This design comes from an exercise in tuning for small area on the open sky130 flow, not from production work. Function was checked by simulation only, so behaviour that the tests miss may differ from the original.

==> run a <==
// dct2d_top
module dct2d_top (clk, rst_n, pix_row, coef_row);
  input clk, rst_n;
  input  [63:0] pix_row;
  output [95:0] coef_row;
  wire [7:0]  ph;           
  wire [41:0] DCT1_out;
  wire [63:0] DCT2_in;
  wire [95:0] DCT2_out;
  wire [71:0] TP2_out;
  counter1 cnt(ph, clk, rst_n);
  wire [7:0] col_sel = ph;                          
  wire [7:0] row_sel = {ph[5:0], ph[7:6]};          
  reg [63:0] pix_q;        
  always @(posedge clk)
    pix_q <= pix_row;
  DCT_1D DCT1(pix_q, DCT1_out);
  TPmem_1 #(.D(13)) TP1(.i_clk(clk), .i_sel(col_sel), .i_data(DCT1_out), .o_data(DCT2_in));
  DCT_2D DCT2(DCT2_in, DCT2_out, col_sel[0], col_sel[1]);
  TPmem_2 TP2(.i_clk(clk), .i_sel(row_sel), .i_data(DCT2_out[95:24]), .o_data(TP2_out));
  assign coef_row = {TP2_out, 24'b0};
endmodule
export LEC_CHECK = 0
export CAP_MARGIN = 20
export CORE_MARGIN = 2
export CORE_UTILIZATION = 70
export CTS_CLUSTER_DIAMETER = 100
export CTS_CLUSTER_SIZE = 30
export SLEW_MARGIN = 20
create_clock -name core_clock -period 12.0 [get_ports {clk}]
standard.sh (not shown) runs the stock make flow with config.mk's settings and CLKGATE_MAP_FILE= SYNTH_SCRIPT=/design/flow/synth_recipe.tcl, a recipe that flattens the netlist after the stock synthesis.
==> flow/flow/run.sh <==
#!/bin/bash
# Standard layout, with one netlist pass between synthesis and floorplan:
# flow/invpush.py rebuilds full adders in complemented form, and half adders
# as XOR/XNOR plus a NAND/NOR-type gate, where that removes inverters.
# Registers and the logic function are unchanged.
set -euo pipefail
R=orfs/results/${FLOW_PLATFORM}/dct2d_top/base
bash standard.sh synth > synth.log 2>&1
cp "$R/1_2_yosys.v" netlist_synth.v
python3 flow/invpush.py netlist_synth.v "$R/1_2_yosys.v" > invpush.log 2>&1
rm -f "$R/1_synth.odb" "$R/1_synth.sdc"
touch "$R/1_2_yosys.v"
bash standard.sh finish > layout.log 2>&1
Other scripts of this flow, unchanged in this note and not shown: flow/flow/invpush.py
==> run b: changes against run a <==
==> flow/flow/run.sh (replaced) <==
#!/bin/bash
# Standard layout, with two netlist passes between synthesis and floorplan.
# flow/invpush.py builds full adders and majority gates in complemented form,
# and half adders and XOR gates in whichever polarity suits their neighbours,
# where that removes inverters.  flow/muxmap.py rebuilds six-input AND-OR
# selects (nand3 of three a22oi) as nand2 of two a222oi.  Registers and the
# logic function are unchanged; each tool writes its own log here.
set -euo pipefail
R=orfs/results/${FLOW_PLATFORM}/dct2d_top/base
bash standard.sh synth > synth.log 2>&1
cp "$R/1_2_yosys.v" netlist_synth.v
python3 flow/invpush.py netlist_synth.v netlist_invpush.v > invpush.log 2>&1
python3 flow/muxmap.py netlist_invpush.v "$R/1_2_yosys.v" > muxmap.log 2>&1
rm -f "$R/1_synth.odb" "$R/1_synth.sdc"
touch "$R/1_2_yosys.v"
bash standard.sh finish > layout.log 2>&1
==> flow/flow/muxmap.py (new file) <==
#!/usr/bin/env python3
"""Rebuilds six-input AND-OR selects in a sky130hd netlist with fewer cells.

nand3(a22oi(p1, p2), a22oi(p3, p4), a22oi(p5, p6)) is the OR of six
two-input products; so is nand2(a222oi(p1, p2, p3), a222oi(p4, p5, p6)),
which is smaller (2 x 10.0 + 3.75 um2 against 3 x 7.5 + 5.0 um2).  Only
AND-OR trees whose inner gates feed nothing else are rebuilt; the function
is unchanged.

usage: muxmap.py IN.v OUT.v
"""
import re
import sys
from collections import defaultdict

src = open(sys.argv[1]).read()
m = re.search(r"^module\s.*?;\n", src, re.M | re.S)
head_end = m.end()
end = src.rindex("endmodule")
body = re.sub(r"\(\*.*?\*\)", "", src[head_end:end], flags=re.S)
inst_re = re.compile(r"\s*(sky130_fd_sc_hd__\w+)\s+(\\\S+\s|\S+)\s*\((.*)\)\s*;\s*$", re.S)
stmts = []
for st in re.findall(r"[^;]*;", body, re.S):
    mm = inst_re.match(st)
    if mm:
        pins = [(pm.group(1), pm.group(2).strip())
                for pm in re.finditer(r"\.(\w+)\(((?:\\\S+\s)|[^()]*?)\s*\)", mm.group(3))]
        stmts.append(["inst", mm.group(1), mm.group(2), pins])
    else:
        stmts.append(["text", st])
rest = body[body.rfind(";") + 1:]
insts = [s for s in stmts if s[0] == "inst"]
OUT_PINS = {"X", "Y", "Q", "Q_N", "SUM", "COUT", "HI", "LO"}
text = "".join(s[1] for s in stmts if s[0] == "text" and "assign" in s[1])
ports = set(re.findall(r"(?:input|output)\s*(?:\[\d+:\d+\])?\s*(\w+)", src[:head_end] + body))

driver = {}
nload = defaultdict(int)
for k, s in enumerate(insts):
    for p, n in s[3]:
        if p in OUT_PINS:
            driver[n] = k
        else:
            nload[n] += 1


def pins(k):
    return dict(insts[k][3])


def private(n):
    """net n feeds exactly one pin and is not a port or used in text"""
    base = n.split("[")[0].lstrip("\\").strip()
    return nload[n] == 1 and base not in ports and not re.search(r"(?<![\w\\$.])" + re.escape(n.strip()) + r"(?![\w$\[])", text)


drop = set()
new = {}
for k, s in enumerate(insts):
    if s[1] != "sky130_fd_sc_hd__nand3_1":
        continue
    p = pins(k)
    ins = [p["A"], p["B"], p["C"]]
    srcs = [driver.get(n) for n in ins]
    if any(d is None or insts[d][1] != "sky130_fd_sc_hd__a22oi_1" or d in drop for d in srcs):
        continue
    if len(set(srcs)) != 3 or not all(private(n) for n in ins):
        continue
    pairs = []
    for d in srcs:
        q = pins(d)
        pairs += [(q["A1"], q["A2"]), (q["B1"], q["B2"])]
    g1, g2, g3 = srcs
    y1, y2 = ins[0], ins[1]
    new[g1] = ("sky130_fd_sc_hd__a222oi_1", insts[g1][2],
               [("A1", pairs[0][0]), ("A2", pairs[0][1]), ("B1", pairs[1][0]), ("B2", pairs[1][1]),
                ("C1", pairs[2][0]), ("C2", pairs[2][1]), ("Y", y1)])
    new[g2] = ("sky130_fd_sc_hd__a222oi_1", insts[g2][2],
               [("A1", pairs[3][0]), ("A2", pairs[3][1]), ("B1", pairs[4][0]), ("B2", pairs[4][1]),
                ("C1", pairs[5][0]), ("C2", pairs[5][1]), ("Y", y2)])
    new[k] = ("sky130_fd_sc_hd__nand2_1", s[2], [("A", y1), ("B", y2), ("Y", p["Y"])])
    drop.update([g1, g2, g3])
    drop.discard(g1)
    drop.discard(g2)
    drop.add(g3)


def fmt(n):
    return n + " " if n.startswith("\\") and not n.endswith(" ") else n


def inst_text(typ, name, pl):
    name = name if name.endswith(" ") or not name.startswith("\\") else name + " "
    return "\n  %s %s (\n%s\n  );" % (typ, name, ",\n".join("    .%s(%s)" % (p, fmt(n)) for p, n in pl))


res = [src[:head_end]]
k = -1
count = 0
for s in stmts:
    if s[0] == "text":
        res.append(s[1])
        continue
    k += 1
    if k in new:
        res.append(inst_text(*new[k]))
        continue
    if k in drop:
        continue
    res.append(inst_text(s[1], s[2], s[3]))
res.append(rest)
res.append("\nendmodule\n")
res.append(src[end + len("endmodule"):].lstrip("\n"))
open(sys.argv[2], "w").write("".join(res))
print("rebuilt %d six-input selects" % (len(new) // 3), file=sys.stderr)
Settings changed: CORE_UTILIZATION 70 to 75.
==> metrics.cfg <==
[clocking]
clk_latency_ps = 660

[global_route]
grt_pass1_wl_um = 169000

[drt]
vias_per_cell = 5.66

[outcome]
status = no timing/DRC/antenna violations

[layout]
num-multi-input-gates = 1888
clock_buffers = 56

[floorplanning]
die_h_um = 277

(the above is from run a)
==> metrics.cfg <==
[layout]
antenna_cells = 2
num-multi-input-gates = 1788
clock_buffers = 57
drive_above_1_share = 0.0300

[outcome]
status = no timing/DRC/antenna violations

[floorplanning]
die_h_um = 267

[global_route]
grt_pass1_wl_um = 179000

[timing]
setup_viol = 0

(the above is from run b)

==> job 6707 <==
Another version of the RTL of dct2d_top (not shown whole).
## dct2d_top
module dct2d_top (clk, rst_n, pix_row, coef_row);
  input clk, rst_n;
  input  [63:0] pix_row;
  output [95:0] coef_row;
  wire [2:0]  ph;           
  wire [63:0] DCT1_out;
  wire [63:0] DCT2_in;
  wire [95:0] DCT2_out;
  wire [71:0] TP2_out;
  counter1 cnt(ph, clk, rst_n);
  wire [7:0] col_sel = 8'b1 << ph;                  
  wire [7:0] row_sel = 8'b1 << (ph + 3'd2);         
  DCT_1D DCT1(pix_row, DCT1_out);
  TPmem_1 TP1(.i_clk(clk), .i_sel(col_sel), .i_data(DCT1_out[63:16]), .o_data(DCT2_in));
  DCT_2D DCT2(DCT2_in, DCT2_out, col_sel[0], col_sel[1]);
  TPmem_2 TP2(.i_clk(clk), .i_sel(row_sel), .i_data(DCT2_out[95:24]), .o_data(TP2_out));
  assign coef_row = {TP2_out, 24'b0};
endmodule
==> module TPmem_1, before the edit <==
module TPmem_1 (
  input             i_clk,
  input      [7:0]  i_sel,      
  input      [47:0] i_data,     
  output reg [63:0] o_data      
);
  genvar h;
  generate
    for (h = 0; h < 6; h = h + 1) begin : lane
      reg [8*(14+h)-1:0] q;
      always @(posedge i_clk)
        q <= {q[8*(13+h)-1:0], i_data[47-8*h -: 8]};
    end
  endgenerate
  integer r;
  always @(*) begin
    for (r = 0; r < 8; r = r + 1)
      o_data[63-8*r -: 8] =
          ({8{i_sel[0]}} & lane[0].q[8*(14+0-r)-1 -: 8])
        | ({8{i_sel[1]}} & lane[1].q[8*(14+1-r)-1 -: 8])
        | ({8{i_sel[2]}} & lane[2].q[8*(14+2-r)-1 -: 8])
        | ({8{i_sel[3]}} & lane[3].q[8*(14+3-r)-1 -: 8])
        | ({8{i_sel[4]}} & lane[4].q[8*(14+4-r)-1 -: 8])
        | ({8{i_sel[5]}} & lane[5].q[8*(14+5-r)-1 -: 8]);
  end
endmodule
==> module dct2d_top, before the edit <==
module dct2d_top (clk, rst_n, pix_row, coef_row);
  input clk, rst_n;
  input  [63:0] pix_row;
  output [95:0] coef_row;
  wire [2:0]  ph;           
  wire [63:0] DCT1_out;
  wire [63:0] DCT2_in;
  wire [95:0] DCT2_out;
  wire [71:0] TP2_out;
  counter1 cnt(ph, clk, rst_n);
  wire [7:0] col_sel = 8'b1 << ph;                  
  wire [7:0] row_sel = 8'b1 << (ph + 3'd2);         
  DCT_1D DCT1(pix_row, DCT1_out);
  TPmem_1 TP1(.i_clk(clk), .i_sel(col_sel), .i_data(DCT1_out[63:16]), .o_data(DCT2_in));
  DCT_2D DCT2(DCT2_in, DCT2_out, col_sel[0], col_sel[1]);
  TPmem_2 TP2(.i_clk(clk), .i_sel(row_sel), .i_data(DCT2_out[95:24]), .o_data(TP2_out));
  assign coef_row = {TP2_out, 24'b0};
endmodule
make LEC_CHECK=0 CAP_MARGIN=20 CORE_MARGIN=2 CORE_UTILIZATION=60 CTS_BUF_LIST=sky130_fd_sc_hd__clkbuf_4 SLEW_MARGIN=20 finish   # period 12.0 ns
run.sh (not shown) runs the stock make flow with config.mk's settings and CLKGATE_MAP_FILE= SYNTH_SCRIPT=/design/flow/synth_recipe.tcl, a recipe that flattens the netlist after the stock synthesis.
Stock flow here: none of the scripts above is used.
==> job 2200: changes against job 6707 <==
--- a/flow/design.v
+++ b/flow/design.v
@@ -2761,5 +2761,5 @@
   end
 endmodule
-module TPmem_1 (
+module TPmem_1 #(parameter D = 14) (
   input             i_clk,
   input      [7:0]  i_sel,      
@@ -2770,7 +2770,7 @@
   generate
     for (h = 0; h < 6; h = h + 1) begin : lane
-      reg [8*(14+h)-1:0] q;
+      reg [8*(D+h)-1:0] q;
       always @(posedge i_clk)
-        q <= {q[8*(13+h)-1:0], i_data[47-8*h -: 8]};
+        q <= {q[8*(D-1+h)-1:0], i_data[47-8*h -: 8]};
     end
   endgenerate
@@ -2779,10 +2779,10 @@
     for (r = 0; r < 8; r = r + 1)
       o_data[63-8*r -: 8] =
-          ({8{i_sel[0]}} & lane[0].q[8*(14+0-r)-1 -: 8])
-        | ({8{i_sel[1]}} & lane[1].q[8*(14+1-r)-1 -: 8])
-        | ({8{i_sel[2]}} & lane[2].q[8*(14+2-r)-1 -: 8])
-        | ({8{i_sel[3]}} & lane[3].q[8*(14+3-r)-1 -: 8])
-        | ({8{i_sel[4]}} & lane[4].q[8*(14+4-r)-1 -: 8])
-        | ({8{i_sel[5]}} & lane[5].q[8*(14+5-r)-1 -: 8]);
+          ({8{i_sel[0]}} & lane[0].q[8*(D+0-r)-1 -: 8])
+        | ({8{i_sel[1]}} & lane[1].q[8*(D+1-r)-1 -: 8])
+        | ({8{i_sel[2]}} & lane[2].q[8*(D+2-r)-1 -: 8])
+        | ({8{i_sel[3]}} & lane[3].q[8*(D+3-r)-1 -: 8])
+        | ({8{i_sel[4]}} & lane[4].q[8*(D+4-r)-1 -: 8])
+        | ({8{i_sel[5]}} & lane[5].q[8*(D+5-r)-1 -: 8]);
   end
 endmodule
@@ -2836,6 +2836,9 @@
   wire [7:0] col_sel = 8'b1 << ph;                  
   wire [7:0] row_sel = 8'b1 << (ph + 3'd2);         
-  DCT_1D DCT1(pix_row, DCT1_out);
-  TPmem_1 TP1(.i_clk(clk), .i_sel(col_sel), .i_data(DCT1_out[63:16]), .o_data(DCT2_in));
+  reg [63:0] pix_q;        
+  always @(posedge clk)
+    pix_q <= pix_row;
+  DCT_1D DCT1(pix_q, DCT1_out);
+  TPmem_1 #(.D(13)) TP1(.i_clk(clk), .i_sel(col_sel), .i_data(DCT1_out[63:16]), .o_data(DCT2_in));
   DCT_2D DCT2(DCT2_in, DCT2_out, col_sel[0], col_sel[1]);
   TPmem_2 TP2(.i_clk(clk), .i_sel(row_sel), .i_data(DCT2_out[95:24]), .o_data(TP2_out));
Settings changed: CORE_UTILIZATION 60 to 40, CTS_BUF_LIST sky130_fd_sc_hd__clkbuf_4 to not set.
==> notes <==
Of job 2200 and job 6707, job 2200 has the higher setup slack (gap 240 ps). Of job 6707 and job 2200, job 2200 has the higher area after synthesis (gap 0.70%, measured against job 2200). Hold slack: job 6707 is worse than job 2200 (49 ps). Of job 2200 and job 6707, job 6707 has the higher global-route usage (gap 9.9 points). In job 2200 the sequential cell count is higher than in job 6707, by 20. Fmax: job 6707 is smaller than job 2200 (about 2%). In job 6707 the synthesized cell count is smaller than in job 2200, by 0.30%.

re-timing with driven ports:
In the flow no input, the clock included, has a driving cell. The finished layouts below were timed again as built, in two steps.
Step 1 assumes that a clkbuf_16 drives the clock port and a buf_2 every other input.
Step 2 moves the port delays by t, midway between the first and last clock arrival at a register: inputs arrive t later, outputs are due t later. That takes back most of the time a late clock gives input paths.
Slacks: ideal / step 1 / step 2; pairs: ideal / step 1.
| run | shift t [ns] | setup WS [ns] | hold slack, ns | slew at the worst register clock pin (ns) |
|---|---|---|---|---|
| run a | 0.706 | 0.789 / 0.789 / 0.789 | 0.318 / 0.318 / 0.318 | 0.11 / 0.11 |
| run b | 0.733 | 0.531 / 0.531 / 0.531 | 0.306 / 0.306 / 0.306 | 0.11 / 0.11 |
| job 6707 | 1.155 | 0.253 / 0.302 / -0.853 | 0.258 / 0.258 / 0.258 | 0.08 / 0.08 |
| job 2200 | 0.808 | 0.496 / 0.496 / 0.496 | 0.308 / 0.308 / 0.308 | 0.08 / 0.08 |
With both steps, setup timing fails in job 6707, where it was met with ideal ports. The setup slack of job 6707, which loses most, moves by +0.049 ns with the drivers and by -1.106 ns with both steps.
